This design comes from an exercise in tuning for small area, a short achievable clock period and few clock cycles per item on the open sky130 flow, not from production work. Only simulation tests tie the RTL to the original design; equivalence was not proved. No activity file was given, so power comes from the tool's default toggle rates.

==> flow/design.v (outline; a module is shown in full before it is edited, if it fits) <==
// module fa: 4 lines
// module aoi222: 3 lines
// module mmult: 5406 lines
module mmult(
  input  clk,                  
  input  reset_n,              
  input  enable,               
  input  [0:9*8-1] A_mat,      
  input  [0:9*8-1] B_mat,      
  output reg valid,            
  output reg [0:9*17-1] C_mat  
);
  // ...
==> flow/flow/run.sh <==
#!/bin/bash
# Layout flow: the standard ORFS flow (standard.sh, unchanged synthesis),
# except that the port buffers are plain buffers (buf_4) instead of the
# delay-cell buffers buffer_ports picks by default. Every input and output
# port still gets its own buffer. Each step's full output goes to a log here.
set -euo pipefail
export BUFFER_PORTS_ARGS="-buffer_cell sky130_fd_sc_hd__buf_4"
bash standard.sh finish > standard_finish.log 2>&1
==> flow/standard.sh <==
#!/bin/bash
# synth_recipe.tcl (not shown) runs the flow's synth.tcl, then flattens the netlist and writes it again
# the make line also repeats each setting of config.mk as NAME=value (left out here)
make -C /OpenROAD-flow-scripts/flow DESIGN_CONFIG=/design/flow/config.mk WORK_HOME=/design/flow/orfs CLKGATE_MAP_FILE= SYNTH_SCRIPT=/design/flow/synth_recipe.tcl "${@:-finish}"
==> flow/config.mk <==
export PLATFORM = sky130hd
export DESIGN_NAME = mmult
export DESIGN_NICKNAME = mmult
export VERILOG_FILES = /design/flow/design.v
export SDC_FILE = /design/flow/constraint.sdc
export NUM_CORES = 4
export LEC_CHECK = 0
export CAP_MARGIN = 20
export CORE_MARGIN = 2
export CORE_UTILIZATION = 40
export SETUP_SLACK_MARGIN = 4.2
export SLEW_MARGIN = 70
export SYNTH_HIERARCHICAL = 1
==> flow/constraint.sdc <==
create_clock -name core_clock -period 9.0 [get_ports {clk}]
set_input_delay 1.8000 -clock core_clock [delete_from_list [all_inputs] [get_ports {clk}]]
set_output_delay 1.8000 -clock core_clock [all_outputs]
set_load 0.01 [all_outputs]
==> flow_summary.toml, run 1 <==
[routing]
viasPerCell = 5.752
drtIter0Drc = 3542
wl_met1_mm = 61.90
drc = 0
drt-total-wl_mm = 172.7

[place]
io_buffers = 300
globalplace.congestion = 0.9173

[synth]
ys.flop_type = "dfxtp_1"
synthAdderAreaFrac = 0.6457
synth_top_area_share = 0.6085
synth_mux_area_frac = 0.001511
yosys.cell_types.count = 62
synth.most_common_cell = "nand2_1"
synthTopCellsByArea = "fa_1, nand2_1, dfxtp_1"
synth_edf_count = 0
synthesis.area_um2 = 48850

[power_and_ir_drop]
irDropWorstVdd_mv = 0.5207
clkPwrFrac = 0.088
combPwrFrac = 0.798
p_int_mw = 10.49
clock_power_mw = 1.75

[global_route]
grt_pass1_wl_mm = 260.1
use_met3 = 0.06572
met1_usage = 0.3539

[setup_path]
path_cells = "fa_1 > inv_2 > ha_4 > and2_4 > a221o_1 > o21ai_2 > a31oi_1 > or4_4 > buf_6"
worstSetupPathType = "reg -> out"
cp_max_fo = 3
crit_end = "C_mat[86]"
cp.depth = 9

[min_path]
holdPathStages = 2

[timing]
fmaxAchievable_ghz = 0.1975
timing.final.crit_period_ns = 5.064

[outcome]
status = "timing/DRC/antenna clean"

[cells_and_area]
multi_input_area_share = 0.7670
syn_to_final_growth_pct = 14.71
final_area_um2 = 56040

[die]
die_h_um = 353.5

[clocking]
post_cts_buffers = 9
clockBufferDepth = 3
Testbench counts, summed over its fixed seeds: cycles 1,600, products 1,600.
==> run 2: changes to the inputs <==
--- a/flow/config.mk
+++ b/flow/config.mk
@@ -10,3 +10,3 @@
 export CORE_UTILIZATION = 40
-export SETUP_SLACK_MARGIN = 4.2
+export SETUP_SLACK_MARGIN = 3.5
 export SLEW_MARGIN = 70
==> run 2 against run 1 <==
Net effect: sequential share of layout area up 0.38 points; highest routed layer unchanged; still clean; global-route usage down 1.4 points; largest cell class unchanged; clock power about the same.
==> flow_summary.toml, run 2 <==
[setup_path]
required_ns = 7.20
cp_max_fo = 4
cpPeakStageDelay_ns = 0.42
critPathSlowestCell = "fa_1"
end_kind = "output pin"
worstSetupPathType = "reg -> out"
critPathArrivalTime_ns = 3.44
cp-start-kind = "flop"
path_cells = "fa_1 > inv_1 > ha_1 > nor4bb_1 > a221oi_1 > buf_1 > o21ai_0 > nand4b_1 > o211ai_1 > clkdlybuf4s15_2 > buf_4"

[cells_and_area]
final_common_cell = "nand2_1"
final_cell_mix = "nand2_1, fa_1, dfxtp_1"
drive_above_1_share = 0.08773
nets = 6488
syn_to_final_growth_pct = 10.23
diodes = 0

[clocking]
cts_tree = "built"
hold_buffers = 0
htreeDepth = 2
clkSlewWorstSetupHoldPaths_ns = 0.06
cts-root-buf = "clkbuf_16"
cts.sinks = 280
post_cts_buffers = 0
clockBufferDepth = 3
cts_made_buffers = 41
post_cts_resized = 0

[die]
die-area_um2 = 124900
die_h_um = 353.5
core_area_um2 = 121600
start_util = 0.4019
die_x_um = 353.5
rows = 128
ioPinCount = 301

[synth]
synth_top_area_share = 0.6085
avgSynthCellArea_um2 = 10.49
synthCells = 4659
yosys.cell_types.count = 62
synth.top_cells.by_count = "nand2_1, fa_1, clkbuf_1, dfxtp_1, inv_1"
ys_seq_elements = 280
yosysWarnings = 7
async_flop_share = 0
synthesis.area_um2 = 48850
synth_edf_count = 0
ys.flop_type = "dfxtp_1"
synth.most_common_cell = "nand2_1"
synthTopCellsByArea = "fa_1, nand2_1, dfxtp_1"
synth.largest_area_cell = "fa_1"
ys_seq_area_frac = 0.1147
synthesis.nets = 6436

[place]
io_buffers = 300
globalplace.congestion = 0.8874
hpwl_mm = 115.5

[global_route]
grt_pass1_wl_mm = 250.2
globalRouteOverflowTotal = 0
grt_pass1_vias = 40910
grt_start_max_net_pins = 25
grt_usage = 0.2659
antenna_found_initial = 3

[timing]
finalCritPeriodShare = 0.5823
worstMarginPinSlew_ns = 0.4823
hold_viol_final = 0
whs_ns = 1.370
finalSetupTns_ns = 0
fmaxAchievable_ghz = 0.1908
timing.final.crit_period_ns = 5.241
finalSetupViolCount = 0
grt_setup_unrepaired = "false"
drv_slew = 0
slew_headroom = 0.6784

[routing]
vias = 35500
viasPerCell = 5.575
routedWlPerCell_um = 25.23
drt-total-wl_mm = 160.6
drtIter0Drc = 3096
dr.pass1.iters = 6
drc = 0
drtAntennaViolNets = 0

[power_and_ir_drop]
power_per_cell_area_nw_per_um2 = 339.8
p_leak_nw = 20.27
irDropWorstVdd_mv = 0.2888

[run]
maxCapViolations = 0

[min_path]
min_path_type = "in -> reg"

[outcome]
status = "timing/DRC/antenna clean"
run 2: per-module statistics from Yosys (local to each module, per instance):
module / flops+latches / cells inside
fa: 0 / 1
mmult: 280 / 3174
run 2: path summary, 6_finish.rpt:
check               from  cells after the start         to  slack, ns
setup / recovery  q4_6_0                     11  C_mat[69]       3.76
hold / removal    enable                      2      valid       1.37
run 2: critical path: cells and delay by family (launching register included):
family / cells / cell delay [ns]
AND/OR/NAND/NOR: 2 / 0.54
adder cells (fa/ha/maj): 2 / 0.64
buffers and inverters: 4 / 0.66
flip-flops: 1 / 0.32
AO/OA/AOI/OAI: 3 / 0.67
run 2: final cells by class:
| type | count | area [µm²] |
|---|---|---|
| fillers | 11370 | 67710 |
| multi-input cells | 3850 | 41360 |
| flip-flops and latches | 280 | 5605 |
| repair buffers | 311 | 2561 |
| well taps | 1625 | 2033 |
| clock buffers | 53 | 1142 |
| inverters | 227 | 852.1 |
| clock inverters | 21 | 292.8 |
run 2: layer usage:
metal / track usage / vias up / routed length [µm]
met2: 0.4379 / 2120 / 77660
met1: 0.3347 / 18780 / 60070
met3: 0.06469 / 478 / 15560
met4: 0.1151 / 6 / 7285
li1: - / 14120 / -
met5: 0 / - / 74
run 2: per-stage QoR:
| step | util | cell area (µm²) | setup slack (ns) | total power, mW | cells |
|---|---|---|---|---|---|
| floorplan | - | 48850 | 3.926 | 10.95 | 4659 |
| global placement | 0.4276 | 51980 | 3.673 | 16.37 | 6283 |
| detailed placement | 0.4293 | 52180 | 3.643 | 16.66 | 6288 |
| CTS | 0.4411 | 53620 | 3.747 | 18.59 | 6362 |
| global route | 0.4430 | 53850 | 3.518 | 20.28 | 6367 |
| finish | 0.4430 | 53850 | 3.759 | 18.30 | 6367 |
run 2: cell families after synthesis:
logic type / Yosys count / synth area share
xor+xnor: 100 / 0.01793
flops: 280 / 0.1147
compound gates: 161 / 0.02185
fa+ha+maj: 1630 / 0.6457
buf+inv: 529 / 0.04134
mux: 7 / 0.001511
simple gates: 1952 / 0.1570
run 2: power breakdown:
part / internal, mW / switching [mW]
Clock: 1.05 / 0.699
Combinational: 6.46 / 7.82
Sequential: 2.01 / 0.262
==> run 3: changes to the inputs <==
--- a/flow/config.mk
+++ b/flow/config.mk
@@ -9,4 +9,4 @@
 export CORE_MARGIN = 2
-export CORE_UTILIZATION = 40
-export SETUP_SLACK_MARGIN = 3.5
+export CORE_UTILIZATION = 55
+export SETUP_SLACK_MARGIN = 3.8
 export SLEW_MARGIN = 70
==> run 3 against run 2 <==
Net effect: still clean; design area decreased by 0.76%; sequential cell count is the same; core utilization increased by 16 points; power fell by 2.0%; wire length fell by 0.42%; synthesized cell count unchanged; global-route usage increased by 10 points; sequential share of layout area rose by 0.080 points; largest cell class unchanged; highest routed layer is now met4.
==> flow_summary.toml, run 3 <==
[die]
ioPinCount = 301
rows = 109
start_util = 0.5536
die_h_um = 302.0
core_area_um2 = 88240
die_x_um = 302.0
die-area_um2 = 91220

[clocking]
cts_tree = "built"
cts.sinks = 280
cts_made_buffers = 38
htreeDepth = 2
cts-root-buf = "clkbuf_16"
clkSlewWorstSetupHoldPaths_ns = 0.06
clockBufferDepth = 3

[timing]
timing.final.crit_period_ns = 5.130
fmaxAchievable_ghz = 0.1949
finalCritPeriodShare = 0.5700
hold_viol_final = 0
finalSetupViolCount = 0
finalSetupTns_ns = 0
fin_ws_ns = 3.870
slew_headroom = 0.6785
worstMarginPinSlew_ns = 0.4822
grt_setup_unrepaired = "true"
drv_slew = 0

[synth]
yosys.cell_types.count = 62
yosysWarnings = 7
synth.top_cells.by_count = "nand2_1, fa_1, clkbuf_1, dfxtp_1, inv_1"
synth_top_area_share = 0.6085
synthCells = 4659
synth.largest_area_cell = "fa_1"
synthTopCellsByArea = "fa_1, nand2_1, dfxtp_1"
ys.flop_type = "dfxtp_1"
async_flop_share = 0
ys_seq_area_frac = 0.1147
ys_seq_elements = 280
avgSynthCellArea_um2 = 10.49
synth_edf_count = 0
synth.most_common_cell = "nand2_1"
synthesis.nets = 6436
synthesis.area_um2 = 48850

[setup_path]
critPathArrivalTime_ns = 3.33
worstSetupPathType = "reg -> out"
critical-path-top-delay-family = "adder cells"
cpPeakStageDelay_ns = 0.52
cp_max_fo = 5
path_cells = "fa_1 > inv_1 > ha_1 > and2_1 > a221oi_4 > a21oi_1 > or4_1 > o311ai_0 > buf_4"
end_kind = "output pin"
path_buf_inv = 2
required_ns = 7.20
cp-start-kind = "flop"
critPathSlowestCell = "fa_1"

[run]
maxCapViolations = 0

[cells_and_area]
nets = 6495
area.sequential_um2 = 5605
syn_to_final_growth_pct = 9.387
final_common_cell = "nand2_1"
final_area_um2 = 53440
final_cell_mix = "nand2_1, fa_1, dfxtp_1"
multiInputGateArea_um2 = 41410
drive_above_1_share = 0.08934
fillers = 7487

[routing]
drc = 0
drtIter0Drc = 3362
routedWlPerCell_um = 27.05
dr.pass1.iters = 6
viasPerCell = 6.096
drtAntennaViolNets = 0
drt-total-wl_mm = 160.0
vias = 36050

[power_and_ir_drop]
combPwrFrac = 0.784
p_sw_frac = 0.4734
seqPwrFrac = 0.127
p_sw_mw = 8.489
clkPwrFrac = 0.089
irDropWorstVdd_mv = 0.5212
power_per_cell_area_nw_per_um2 = 335.5
p_leak_nw = 20.33
p_int_mw = 9.442

[global_route]
grt_start_max_net_pins = 25
globalRouteOverflowTotal = 0
grt_pass1_wl_mm = 245.4
grt_usage = 0.3671
grt_pass1_vias = 40330
antenna_found_initial = 3

[min_path]
min_path_type = "in -> reg"

[place]
hpwl_mm = 113.1
placed_cell_area_um2 = 51680
io_buffers = 300
globalplace.congestion = 0.9191
preCtsSetupSlack_ns = 3.602

[outcome]
status = "timing/DRC/antenna clean"
-- run 3: power by group through the flow --
| stage | logic [mW] | registers (mW) | clock network, mW |
|---|---|---|---|
| CTS | 14.0 | 2.28 | 1.64 |
| global placement | 13.7 | 2.29 | 0 |
| floorplan | 8.74 | 2.22 | 0 |
| detailed placement | 13.9 | 2.30 | 0 |
| global route | 15.7 | 2.34 | 1.68 |
| finish | 14.1 | 2.27 | 1.60 |
-- run 3: metrics by stage --
step / instances / util / total power [mW] / hold slack [ns]
detailed placement: 5829 / 0.5857 / 16.22 / 2.006
finish: 5914 / 0.6056 / 17.93 / 1.403
CTS: 5899 / 0.6005 / 17.96 / 1.371
floorplan: 4659 / - / 10.95 / 1.922
global route: 5914 / 0.6056 / 19.76 / 1.394
global placement: 5822 / 0.5824 / 15.97 / 2.002
-- run 3: kinds of logic (layout without fill, tap and decap cells) --
group / Yosys count / count (layout) / share of synthesized area
buf+inv: 529 / 616 / 0.04134
compound gates: 161 / 161 / 0.02185
simple gates: 1952 / 1952 / 0.1570
mux: 7 / 7 / 0.001511
flops: 280 / 280 / 0.1147
fa+ha+maj: 1630 / 1630 / 0.6457
xor+xnor: 100 / 100 / 0.01793
other cells: 0 / 3 / 0
-- run 3: repair_timing --
item	CTS	global route
buffers inserted	2	2
pin swaps	2	2
hold endpoints to repair	0	0
hold buffers	0	0
resized for setup	0	6
setup endpoints to repair	3	8
-- run 3: per-module statistics from Yosys (local to each module, per instance) --
module | cells inside | flops+latches | copies in the design | area [µm²]
fa | 1 | 0 | 1485 | 20.02
mmult | 3174 | 280 | 1 | 19120
-- run 3: area by class of cell --
class                   instances  area share
diodes                          3   0.0001405
clock buffers                  53     0.02135
clock inverters                15    0.002903
inverters                     227     0.01595
multi-input cells            3850      0.7749
flip-flops and latches        280      0.1049
well taps                    1165     0.02728
repair buffers                321     0.05259
-- run 3: path summary, 6_finish.rpt --
path	start	endpoint	slack, ns	cells after the start
max	q6_9_0	C_mat[102]	3.87	9
min	enable	valid	1.40	2
-- run 3: per-layer routing --
metal	up-vias	GRT usage	wire length, µm
met4	0	0.1513	7078
met2	2405	0.5844	75610
li1	14130	-	-
met1	19080	0.4934	59760
met3	438	0.08231	17530
met5	-	0	0

## re-timing with driven ports
The results above use ideal ports. As a check the final layouts listed here were re-extracted and re-timed, cells and wires unchanged.
Step 1, drivers: a clkbuf_16 drives clk and a buf_2 each remaining input, both assumed.
Step 2 adds t to the input delays and takes it off the output delays; t is the mean of the earliest and latest rising clock arrival at the registers after step 1. Input paths then give back, and output paths get back, about the clock's delay inside the block.
a / b / c = ideal ports / drivers / drivers and shift; a / b = the first two.
| run | shift t [ns] | setup slack, ns | worst setup path at the end |
|---|---|---|---|
| run 1 | 0.691 | 3.936 / 3.865 / 3.615 | input to register |
| run 2 | 0.684 | 3.759 / 3.682 / 3.592 | input to register |
| run 3 | 0.661 | 3.870 / 3.796 / 3.559 | input to register |
After both steps every run listed still meets setup and hold. For run 1, which loses most, drivers alone change the setup slack by -0.071 ns; drivers and shift together by -0.321 ns.
